This design comes from an exercise in tuning for a short achievable clock period and few clock cycles on the open sky130 flow, not from production work.
Only simulation tests tie the RTL to the original design; equivalence was not proved.

==> inputs of job 5823 <==
==> flow/design.v <==
module pc_sel (
    input  wire        E_op,
    input  wire        new_zf,
    input  wire        u1,
    input  wire        u0,
    input  wire        ucc,
    input  wire [15:0] valC,
    input  wire [15:0] other,
    output wire [15:0] pc_next
);
  wire jsel = E_op ? (new_zf ? u1 : u0) : ucc;
  assign pc_next = jsel ? valC : other;
endmodule
module pc_inc (
    input  wire [63:0] pc,
    output wire [63:0] pc1,
    output wire [63:0] pc2,
    output wire [63:0] pc9,
    output wire [63:0] pc10
);
  assign pc1  = pc + 64'd1;
  assign pc2  = pc + 64'd2;
  assign pc9  = pc + 64'd9;
  assign pc10 = pc + 64'd10;
endmodule
module late_sel (
    input  wire        s_e,
    input  wire        s_en,
    input  wire [15:0] e,
    input  wire [15:0] en,
    input  wire [15:0] rest,
    output wire [15:0] out
);
  assign out = s_e ? e : s_en ? en : rest;
endmodule
module alu (
    input  wire [63:0] a,
    input  wire [63:0] b,
    input  wire        ci,
    input  wire        f_and,
    input  wire        f_xor,
    input  wire        ofen,       
    output wire [63:0] r,          
    output wire [63:0] rn,         
    output wire [63:0] sum,        
    output wire        zf,
    output wire        lt,         
    output wire        hi_zero     
);
  wire [64:0] s65 = {1'b0, a} + {1'b0, b} + {64'b0, ci};
  assign sum = s65[63:0];
  wire cout = s65[64];
  wire [63:0] axb = a ^ b;
  wire [63:0] aob = a | b;
  assign r  = f_and ? (a & b) : f_xor ? axb : sum;
  assign rn = ~r;
  wire z_add = &(~(axb ^ {aob[62:0], ci}));
  wire z_and = ~|(a & b);
  wire z_xor = ~|axb;
  assign zf = f_and ? z_and : f_xor ? z_xor : z_add;
  assign lt = ofen ? (a[63] ^ b[63] ^ cout) : r[63];
  wire [10:0] lo = {1'b0, a[9:0]} + {1'b0, b[9:0]} + {10'b0, ci};
  wire hz0 = &(~(axb[63:10] ^ {aob[62:10], 1'b0}));
  wire hz1 = &(~(axb[63:10] ^ {aob[62:10], 1'b1}));
  assign hi_zero = lo[10] ? hz1 : hz0;
endmodule
module y86_pipe (
    input  wire             clk,
    input  wire             rst,
    output wire [63:0] imem_addr,
    input  wire [79:0] imem_data,
    output wire [63:0] dmem_addr,
    output wire [63:0] dmem_wdata,
    output wire             dmem_wen,
    input  wire [63:0] dmem_rdata,
    output wire [2:0] stat
);
  function cond;
    input [3:0] fn;
    input zf, lt;
    begin
      case (fn)
        4'H0: cond = 1'b1;
        4'H1:  cond = lt | zf;
        4'H2:   cond = lt;
        4'H3:   cond = zf;
        4'H4:  cond = ~zf;
        4'H5:  cond = ~lt;
        4'H6:   cond = ~lt & ~zf;
        default: cond = 1'b0;
      endcase
    end
  endfunction
  reg  [63:0] pc;
  reg  [63:0] ras;
  reg  [63:0] rf [0:14];
  reg  [14:0] rfv;
  reg  [1:0]  cc;               
  reg  [3:0]  E_ifun;
  reg  [2:0]  E_stat;
  reg  [3:0]  E_dstE, E_dstM;
  reg  [63:0] E_aluA, E_aluB, E_valA, E_pred;
  reg  [63:0] E_alt;            
  reg         E_sub, E_and, E_xor, E_ofen, E_op, E_rr, E_popret, E_store, E_memop, E_ret;
  reg         E_jpred;          
  reg         E_ld;             
  reg  [63:0] M_addr, M_wdata, M_valE, M_pred;
  reg         M_wen, M_ret;
  reg  [3:0]  M_dstE, M_dstM;
  reg         R_mis;
  reg  [63:0] R_tgt;
  reg  [2:0]  M_stat;
  assign imem_addr  = pc;
  assign dmem_addr  = M_addr;
  assign dmem_wdata = M_wdata;
  assign dmem_wen   = M_wen;
  assign stat       = M_stat;
  wire stop_now = M_stat[2] | M_stat[1];    
  wire retmis = M_ret & (dmem_rdata != M_pred);
  always @(posedge clk) begin
    R_tgt <= dmem_rdata;
    if (rst) R_mis <= 1'b0;
    else R_mis <= retmis & ~R_mis;
  end
  wire drop_E = retmis | R_mis;
  integer k;
  always @(posedge clk) begin
    for (k = 0; k < 15; k = k + 1) begin
      if (M_dstM == k) rf[k] <= dmem_rdata;
      else if (M_dstE == k) rf[k] <= M_valE;
    end
  end
  always @(posedge clk) begin
    if (rst) rfv <= 15'b0;
    else begin
      for (k = 0; k < 15; k = k + 1)
        if (M_dstM == k || M_dstE == k) rfv[k] <= 1'b1;
    end
  end
  wire [63:0] e_valE, e_valEn, sum;
  wire        new_zf, new_lt, sum_hi_zero;
  alu alu (
      .a(E_aluA), .b(E_aluB), .ci(E_sub), .f_and(E_and), .f_xor(E_xor), .ofen(E_ofen),
      .r(e_valE), .rn(e_valEn), .sum(sum), .zf(new_zf), .lt(new_lt), .hi_zero(sum_hi_zero)
  );
  wire        adr_err = E_popret ? (|E_aluB[63:10]) : ~sum_hi_zero;
  wire        e_cnd = cond(E_ifun, cc[1], cc[0]);
  wire [3:0]  e_dstE = (E_rr & ~e_cnd) ? 4'HF : E_dstE;
  wire        e_exc_f = (E_stat == 4'H2) | (E_stat == 4'H3) | (E_stat == 4'H4);
  wire        e_exc = e_exc_f | (E_memop & adr_err);
  wire [2:0]  e_code = e_exc_f ? E_stat : 4'H2;
  always @(posedge clk) begin
    if (rst) cc <= 2'b10;
    else if (E_op & ~drop_E) cc <= {new_zf, new_lt};
  end
  wire misE = E_jpred & ~e_cnd & ~R_mis;
  always @(posedge clk) begin
    M_addr  <= E_popret ? E_aluB : sum;
    M_wdata <= E_valA;
    M_valE  <= e_valE;
    M_pred  <= E_pred;
    if (rst || drop_E) begin
      M_wen  <= 1'b0;
      M_ret  <= 1'b0;
      M_dstE <= 4'HF;
      M_dstM <= 4'HF;
    end else begin
      M_wen  <= E_store & ~adr_err & ~e_exc_f & ~stop_now;
      M_ret  <= E_ret;
      M_dstE <= e_dstE;
      M_dstM <= E_dstM;
    end
    if (rst) M_stat <= 3'd0;
    else if (stop_now) M_stat <= M_stat;
    else if (e_exc & ~drop_E) M_stat <= e_code;
    else M_stat <= 4'H1;
  end
  wire        imem_err = |pc[63:10];
  wire [3:0]  f_icode = imem_data[7:4];
  wire [3:0]  f_ifun  = imem_data[3:0];
  wire [3:0]  f_rA = imem_data[15:12];
  wire [3:0]  f_rB = imem_data[11:8];
  wire [2:0]  f_stat = imem_err ? 4'H2 : (f_icode > 4'hB) ? 4'H3 :
                       (f_icode == 4'H0) ? 4'H4 : 4'H1;
  wire f_rr   = f_icode == 4'H2;
  wire f_ir   = f_icode == 4'H3;
  wire f_rm   = f_icode == 4'H4;
  wire f_mr   = f_icode == 4'H5;
  wire f_op   = f_icode == 4'H6;
  wire f_j    = f_icode == 4'H7;
  wire f_call = f_icode == 4'H8;
  wire f_ret  = f_icode == 4'H9;
  wire f_push = f_icode == 4'HA;
  wire f_pop  = f_icode == 4'HB;
  wire f_sub  = f_op & (f_ifun == 4'H1);
  wire [3:0] f_srcA = (f_rr | f_rm | f_op | f_push) ? f_rA : (f_pop | f_ret) ? 4'H4 : 4'HF;
  wire [3:0] f_srcB = (f_op | f_rm | f_mr) ? f_rB : (f_push | f_pop | f_call | f_ret) ? 4'H4 : 4'HF;
  wire [3:0] f_dstE = (f_rr | f_ir | f_op) ? f_rB : (f_push | f_pop | f_call | f_ret) ? 4'H4 : 4'HF;
  wire [3:0] f_dstM = (f_mr | f_pop) ? f_rA : 4'HF;
  wire [63:0] valC_r = imem_data[79:16];    
  wire [63:0] valC_j = imem_data[71:8];     
  wire [63:0] pc1, pc2, pc9, pc10;
  pc_inc pc_inc (.pc(pc), .pc1(pc1), .pc2(pc2), .pc9(pc9), .pc10(pc10));
  wire [63:0] f_valP = (f_rr | f_op | f_push | f_pop) ? pc2 :
                       (f_ir | f_rm | f_mr) ? pc10 :
                       (f_j | f_call) ? pc9 : pc1;
  wire [63:0] rf_m [0:15];
  genvar g;
  generate
    for (g = 0; g < 15; g = g + 1) begin : rdm
      assign rf_m[g] = (M_dstM == g) ? dmem_rdata : (M_dstE == g) ? M_valE :
                       (rf[g] & {64{rfv[g]}});
    end
  endgenerate
  assign rf_m[15] = 64'b0;
  wire        hitEA  = (f_rA == e_dstE);
  wire        hitEB  = (f_rB == e_dstE);
  wire        hitESP = (e_dstE == 4'H4);
  wire [63:0] vA_m  = rf_m[f_rA];
  wire [63:0] vB_m  = rf_m[f_rB];
  wire [63:0] vSP_m = rf_m[4'H4];
  wire        f_useSP = f_push | f_pop | f_call | f_ret;
  wire        f_useRB = f_rm | f_mr | f_op;
  wire        f_useRA = f_rr | f_op;
  wire [63:0] restA = f_useRA ? (vA_m ^ {64{f_sub}}) :
                      (f_ir | f_rm | f_mr) ? valC_r :
                      (f_call | f_push) ? 64'hfffffffffffffff8 : (f_ret | f_pop) ? 64'd8 : 64'd0;
  wire        eA    = f_useRA & hitEA;
  wire [63:0] nextA, nextB, nextV;
  wire        sAe = eA & ~f_sub;
  wire        sAn = eA & f_sub;
  wire [63:0] restB = f_useSP ? vSP_m : f_useRB ? vB_m : 64'd0;
  wire        eB    = f_useSP ? hitESP : (f_useRB & hitEB);
  wire [63:0] restV = f_call ? f_valP : vA_m;
  wire        sV = ~f_call & hitEA;
  generate
    for (g = 0; g < 4; g = g + 1) begin : ls
      late_sel selA (.s_e(sAe), .s_en(sAn), .e(e_valE[16*g +: 16]), .en(e_valEn[16*g +: 16]),
                     .rest(restA[16*g +: 16]), .out(nextA[16*g +: 16]));
      late_sel selB (.s_e(eB), .s_en(1'b0), .e(e_valE[16*g +: 16]), .en(e_valEn[16*g +: 16]),
                     .rest(restB[16*g +: 16]), .out(nextB[16*g +: 16]));
      late_sel selV (.s_e(sV), .s_en(1'b0), .e(e_valE[16*g +: 16]), .en(e_valEn[16*g +: 16]),
                     .rest(restV[16*g +: 16]), .out(nextV[16*g +: 16]));
    end
  endgenerate
  wire hA = E_ld & (E_dstM == f_rA);
  wire hB = E_ld & (E_dstM == f_rB);
  wire hS = E_ld & (E_dstM == 4'H4);
  wire stall = (hA & (f_rr | f_rm | f_op | f_push)) | (hB & (f_op | f_rm | f_mr)) |
               (hS & (f_push | f_pop | f_call | f_ret));
  wire drop_F = R_mis | misE;
  wire        f_ltdep = (f_ifun == 4'H1) | (f_ifun == 4'H2) | (f_ifun == 4'H5) | (f_ifun == 4'H6);
  wire        f_pred  = f_j & E_op & f_ltdep;
  wire        go  = ~rst & ~drop_F;
  wire        ucc = go & (f_call | (f_j & cond(f_ifun, cc[1], cc[0])));
  wire        u0  = go & (f_call | (f_j & (f_ltdep | cond(f_ifun, 1'b0, 1'b0))));
  wire        u1  = go & (f_call | (f_j & (f_ltdep | cond(f_ifun, 1'b1, 1'b0))));
  wire [63:0] pc_oth = rst ? 64'b0 : R_mis ? R_tgt : misE ? E_alt :
                       f_ret ? ras : f_valP;
  wire [63:0] pc_next;
  generate
    for (g = 0; g < 4; g = g + 1) begin : ps
      pc_sel pc_sel (.E_op(E_op), .new_zf(new_zf), .u1(u1), .u0(u0), .ucc(ucc),
                     .valC(valC_j[16*g +: 16]), .other(pc_oth[16*g +: 16]),
                     .pc_next(pc_next[16*g +: 16]));
    end
  endgenerate
  always @(posedge clk) begin
    if (rst | drop_F | ~stall) pc <= pc_next;
    if (rst) ras <= 64'b0;
    else if (~drop_F & ~stall & f_call) ras <= f_valP;
  end
  always @(posedge clk) begin
    E_aluA <= nextA;
    E_aluB <= nextB;
    E_valA <= nextV;
    E_pred <= ras;
    E_alt  <= f_valP;
    E_ifun <= f_ifun;
    if (rst || drop_F || stall) begin
      E_stat   <= 3'd0;
      E_dstE   <= 4'HF;
      E_dstM   <= 4'HF;
      E_sub    <= 1'b0;
      E_and    <= 1'b0;
      E_xor    <= 1'b0;
      E_ofen   <= 1'b0;
      E_op     <= 1'b0;
      E_rr     <= 1'b0;
      E_popret <= 1'b0;
      E_store  <= 1'b0;
      E_memop  <= 1'b0;
      E_ret    <= 1'b0;
      E_jpred  <= 1'b0;
      E_ld     <= 1'b0;
    end else begin
      E_stat   <= f_stat;
      E_dstE   <= f_dstE;
      E_dstM   <= f_dstM;
      E_sub    <= f_sub;
      E_and    <= f_op & (f_ifun == 4'H2);
      E_xor    <= f_op & (f_ifun == 4'H3);
      E_ofen   <= f_op & ((f_ifun == 4'H0) | (f_ifun == 4'H1));
      E_op     <= f_op;
      E_rr     <= f_rr;
      E_popret <= f_pop | f_ret;
      E_store  <= f_rm | f_push | f_call;
      E_memop  <= f_rm | f_mr | f_push | f_pop | f_call | f_ret;
      E_ret    <= f_ret;
      E_jpred  <= f_pred;
      E_ld     <= f_mr | f_pop;
    end
  end
endmodule
==> flow/flow/run.sh <==
#!/bin/bash
set -euo pipefail
bash standard.sh \
  "BUFFER_PORTS_ARGS=-buffer_cell sky130_fd_sc_hd__buf_4" \
  "MATCH_CELL_FOOTPRINT=0" \
  "SETUP_SLACK_MARGIN=6" \
  finish > flow_make.log 2>&1
==> flow/standard.sh <==
#!/bin/bash
# synth_recipe.tcl (not shown) runs the flow's synth.tcl, then flattens the netlist and writes it again
# the make line also repeats each setting of config.mk as NAME=value (left out here)
make -C /OpenROAD-flow-scripts/flow DESIGN_CONFIG=/design/flow/config.mk WORK_HOME=/design/flow/orfs CLKGATE_MAP_FILE= SYNTH_SCRIPT=/design/flow/synth_recipe.tcl "${@:-finish}"
==> flow/config.mk <==
export PLATFORM = sky130hd
export DESIGN_NAME = y86_pipe
export DESIGN_NICKNAME = y86_pipe
export VERILOG_FILES = /design/flow/design.v
export SDC_FILE = /design/flow/constraint.sdc
export NUM_CORES = 4
export LEC_CHECK = 0
export CAP_MARGIN = 20
export CORE_MARGIN = 2
export CORE_UTILIZATION = 30
export SLEW_MARGIN = 20
export SYNTH_HIERARCHICAL = 1
==> flow/constraint.sdc <==
create_clock -name core_clock -period 9.0 [get_ports {clk}]
set_input_delay 1.8000 -clock core_clock [delete_from_list [all_inputs] [get_ports {clk}]]
set_output_delay 1.8000 -clock core_clock [all_outputs]
set_load 0.01 [all_outputs]
==> job 5242: changes against job 5823 <==
--- a/flow/design.v
+++ b/flow/design.v
@@ -1,15 +1,32 @@
 module pc_sel (
-    input  wire        E_op,
     input  wire        new_zf,
-    input  wire        u1,
-    input  wire        u0,
-    input  wire        ucc,
+    input  wire        v1,
+    input  wire        v0,
     input  wire [15:0] valC,
     input  wire [15:0] other,
     output wire [15:0] pc_next
 );
-  wire jsel = E_op ? (new_zf ? u1 : u0) : ucc;
+  wire jsel = new_zf ? v1 : v0;
   assign pc_next = jsel ? valC : other;
 endmodule
+module pc_other (
+    input  wire        ovr,
+    input  wire [63:0] ovr_pc,
+    input  wire        s_ret,
+    input  wire        s1,
+    input  wire        s2,
+    input  wire        s9,
+    input  wire        s10,
+    input  wire [63:0] ras,
+    input  wire [63:0] pc1,
+    input  wire [63:0] pc2,
+    input  wire [63:0] pc9,
+    input  wire [63:0] pc10,
+    output wire [63:0] other
+);
+  wire [63:0] seq = ({64{s_ret}} & ras) | ({64{s1}} & pc1) | ({64{s2}} & pc2) |
+                    ({64{s9}} & pc9) | ({64{s10}} & pc10);
+  assign other = ovr ? ovr_pc : seq;
+endmodule
 module pc_inc (
     input  wire [63:0] pc,
@@ -48,7 +65,20 @@
     output wire        hi_zero     
 );
-  wire [64:0] s65 = {1'b0, a} + {1'b0, b} + {64'b0, ci};
-  assign sum = s65[63:0];
-  wire cout = s65[64];
+  wire [15:0] s0 [0:3];
+  wire [15:0] s1 [0:3];
+  wire [3:0]  bg, bp;
+  genvar i;
+  generate
+    for (i = 0; i < 4; i = i + 1) begin : blk
+      add16cs add (.a(a[16*i +: 16]), .b(b[16*i +: 16]), .s0(s0[i]), .s1(s1[i]),
+                   .g(bg[i]), .p(bp[i]));
+    end
+  endgenerate
+  wire c16  = bg[0] | (bp[0] & ci);
+  wire c32  = bg[1] | (bp[1] & bg[0]) | (bp[1] & bp[0] & ci);
+  wire c48  = bg[2] | (bp[2] & bg[1]) | (bp[2] & bp[1] & bg[0]) | (bp[2] & bp[1] & bp[0] & ci);
+  wire cout = bg[3] | (bp[3] & bg[2]) | (bp[3] & bp[2] & bg[1]) | (bp[3] & bp[2] & bp[1] & bg[0]) |
+              (bp[3] & bp[2] & bp[1] & bp[0] & ci);
+  assign sum = {c48 ? s1[3] : s0[3], c32 ? s1[2] : s0[2], c16 ? s1[1] : s0[1], ci ? s1[0] : s0[0]};
   wire [63:0] axb = a ^ b;
   wire [63:0] aob = a | b;
@@ -65,4 +95,18 @@
   assign hi_zero = lo[10] ? hz1 : hz0;
 endmodule
+module add16cs (
+    input  wire [15:0] a,
+    input  wire [15:0] b,
+    output wire [15:0] s0,
+    output wire [15:0] s1,
+    output wire        g,
+    output wire        p
+);
+  wire [16:0] t0 = {1'b0, a} + {1'b0, b};
+  assign s0 = t0[15:0];
+  assign s1 = a + b + 16'd1;
+  assign g  = t0[16];
+  assign p  = &(a ^ b);
+endmodule
 module y86_pipe (
     input  wire             clk,
@@ -95,5 +139,4 @@
   reg  [63:0] ras;
   reg  [63:0] rf [0:14];
-  reg  [14:0] rfv;
   reg  [1:0]  cc;               
   reg  [3:0]  E_ifun;
@@ -127,15 +170,9 @@
   always @(posedge clk) begin
     for (k = 0; k < 15; k = k + 1) begin
-      if (M_dstM == k) rf[k] <= dmem_rdata;
+      if (rst) rf[k] <= 64'b0;
+      else if (M_dstM == k) rf[k] <= dmem_rdata;
       else if (M_dstE == k) rf[k] <= M_valE;
     end
   end
-  always @(posedge clk) begin
-    if (rst) rfv <= 15'b0;
-    else begin
-      for (k = 0; k < 15; k = k + 1)
-        if (M_dstM == k || M_dstE == k) rfv[k] <= 1'b1;
-    end
-  end
   wire [63:0] e_valE, e_valEn, sum;
   wire        new_zf, new_lt, sum_hi_zero;
@@ -209,6 +246,5 @@
   generate
     for (g = 0; g < 15; g = g + 1) begin : rdm
-      assign rf_m[g] = (M_dstM == g) ? dmem_rdata : (M_dstE == g) ? M_valE :
-                       (rf[g] & {64{rfv[g]}});
+      assign rf_m[g] = rf[g];
     end
   endgenerate
@@ -217,7 +253,7 @@
   wire        hitEB  = (f_rB == e_dstE);
   wire        hitESP = (e_dstE == 4'H4);
-  wire [63:0] vA_m  = rf_m[f_rA];
-  wire [63:0] vB_m  = rf_m[f_rB];
-  wire [63:0] vSP_m = rf_m[4'H4];
+  wire [63:0] vA_m  = (f_rA == M_dstM) ? dmem_rdata : (f_rA == M_dstE) ? M_valE : rf_m[f_rA];
+  wire [63:0] vB_m  = (f_rB == M_dstM) ? dmem_rdata : (f_rB == M_dstE) ? M_valE : rf_m[f_rB];
+  wire [63:0] vSP_m = (M_dstM == 4'H4) ? dmem_rdata : (M_dstE == 4'H4) ? M_valE : rf_m[4'H4];
   wire        f_useSP = f_push | f_pop | f_call | f_ret;
   wire        f_useRB = f_rm | f_mr | f_op;
@@ -256,10 +292,20 @@
   wire        u0  = go & (f_call | (f_j & (f_ltdep | cond(f_ifun, 1'b0, 1'b0))));
   wire        u1  = go & (f_call | (f_j & (f_ltdep | cond(f_ifun, 1'b1, 1'b0))));
-  wire [63:0] pc_oth = rst ? 64'b0 : R_mis ? R_tgt : misE ? E_alt :
-                       f_ret ? ras : f_valP;
+  wire        v0  = E_op ? u0 : ucc;
+  wire        v1  = E_op ? u1 : ucc;
+  wire        ovr = rst | R_mis | misE;
+  wire [63:0] ovr_pc = rst ? 64'b0 : R_mis ? R_tgt : E_alt;
+  wire        s2  = f_rr | f_op | f_push | f_pop;
+  wire        s10 = f_ir | f_rm | f_mr;
+  wire        s9  = f_j | f_call;
+  wire        s1  = ~(s2 | s10 | s9 | f_ret);
+  wire [63:0] pc_oth;
+  pc_other pc_other (.ovr(ovr), .ovr_pc(ovr_pc), .s_ret(f_ret), .s1(s1), .s2(s2), .s9(s9),
+                     .s10(s10), .ras(ras), .pc1(pc1), .pc2(pc2), .pc9(pc9), .pc10(pc10),
+                     .other(pc_oth));
   wire [63:0] pc_next;
   generate
     for (g = 0; g < 4; g = g + 1) begin : ps
-      pc_sel pc_sel (.E_op(E_op), .new_zf(new_zf), .u1(u1), .u0(u0), .ucc(ucc),
+      pc_sel pc_sel (.new_zf(new_zf), .v1(v1), .v0(v0),
                      .valC(valC_j[16*g +: 16]), .other(pc_oth[16*g +: 16]),
                      .pc_next(pc_next[16*g +: 16]));
==> flow/flow/run.sh (replaced) <==
#!/bin/bash
# The standard layout (the standard.sh: standard synthesis, ORFS from
# floorplan to finish) with these changes to how it is made:
#  - the port buffers are buf_4 instead of the delay cell buffer_ports picks
#    by default (every port still gets its own buffer);
#  - the resizer may swap a cell for one of another footprint;
#  - timing repair aims for 6.5 ns of setup slack at the design's 9 ns clock;
set -euo pipefail
bash standard.sh \
  "BUFFER_PORTS_ARGS=-buffer_cell sky130_fd_sc_hd__buf_4" \
  "MATCH_CELL_FOOTPRINT=0" \
  "SETUP_SLACK_MARGIN=6.5" \
  "MAX_REPAIR_ANTENNAS_ITER_GRT=10" \
  "MAX_REPAIR_ANTENNAS_ITER_DRT=20" \
  finish > flow_make.log 2>&1
--- a/flow/config.mk
+++ b/flow/config.mk
@@ -9,4 +9,5 @@
 export CORE_MARGIN = 2
 export CORE_UTILIZATION = 30
+export PLACE_DENSITY = 0.4
 export SLEW_MARGIN = 20
 export SYNTH_HIERARCHICAL = 1
==> impl_metrics.toml <==
[synthesis]
synthDominantCellAreaShare_pct = 24.90
synthMostInstantiatedCell = "nand2_1"

[placement]
post-place-ws_ns = 2.732
placed_cells = 20190

[grt]
grt_max_degree = 101

[status]
error_line = "[ERROR GRT-0232] Routing congestion too high. Check the congestion heatmap in the GUI."
status = "aborted with a tool error"
lastStage = "global routing (5_1_grt)"
[end of results for job 5823]
==> impl_metrics.toml <==
[status]
status = "complete, no violations"

[clock_tree]
cts_resized = 2386

[critical_path]
slowest_stage = "dfxtp_4"

[synthesis]
synthDominantCellAreaShare_pct = 31.95

[layout]
inverters = 215

[grt]
grt_max_degree = 129

[placement]
post-place-ws_ns = 3.256
[end of results for job 5242]
Testbench counts of job 5823, summed over its fixed seeds: cycles 190,999.
Testbench counts of job 5242, summed over its fixed seeds: cycles 190,999.

## separate check: timing with driven ports
How much do the figures lean on ideal ports? The routed layout below was timed once more, with nothing changed but the port constraints. Step 1: set_driving_cell puts a clkbuf_16 on clk and a buf_2 on each other input, an assumption about the parent block. Step 2 adds t to the input delays and takes it off the output delays; t is the mean of the earliest and latest rising clock arrival at the registers after step 1. Input paths then give back, and output paths get back, about the clock's delay inside the block. Slacks: ideal ports / drivers / drivers and shift; pairs: ideal ports / drivers.
run: job 5242
shift t [ns]: 1.083
setup WS [ns]: 5.051 / 5.051 / 4.057
slew at the worst register clock pin (ns): 0.08 / 0.08
After both steps job 5242 still meets setup and hold. The setup slack of job 5242 moves by 0.000 ns with the drivers and by -0.994 ns with both steps.
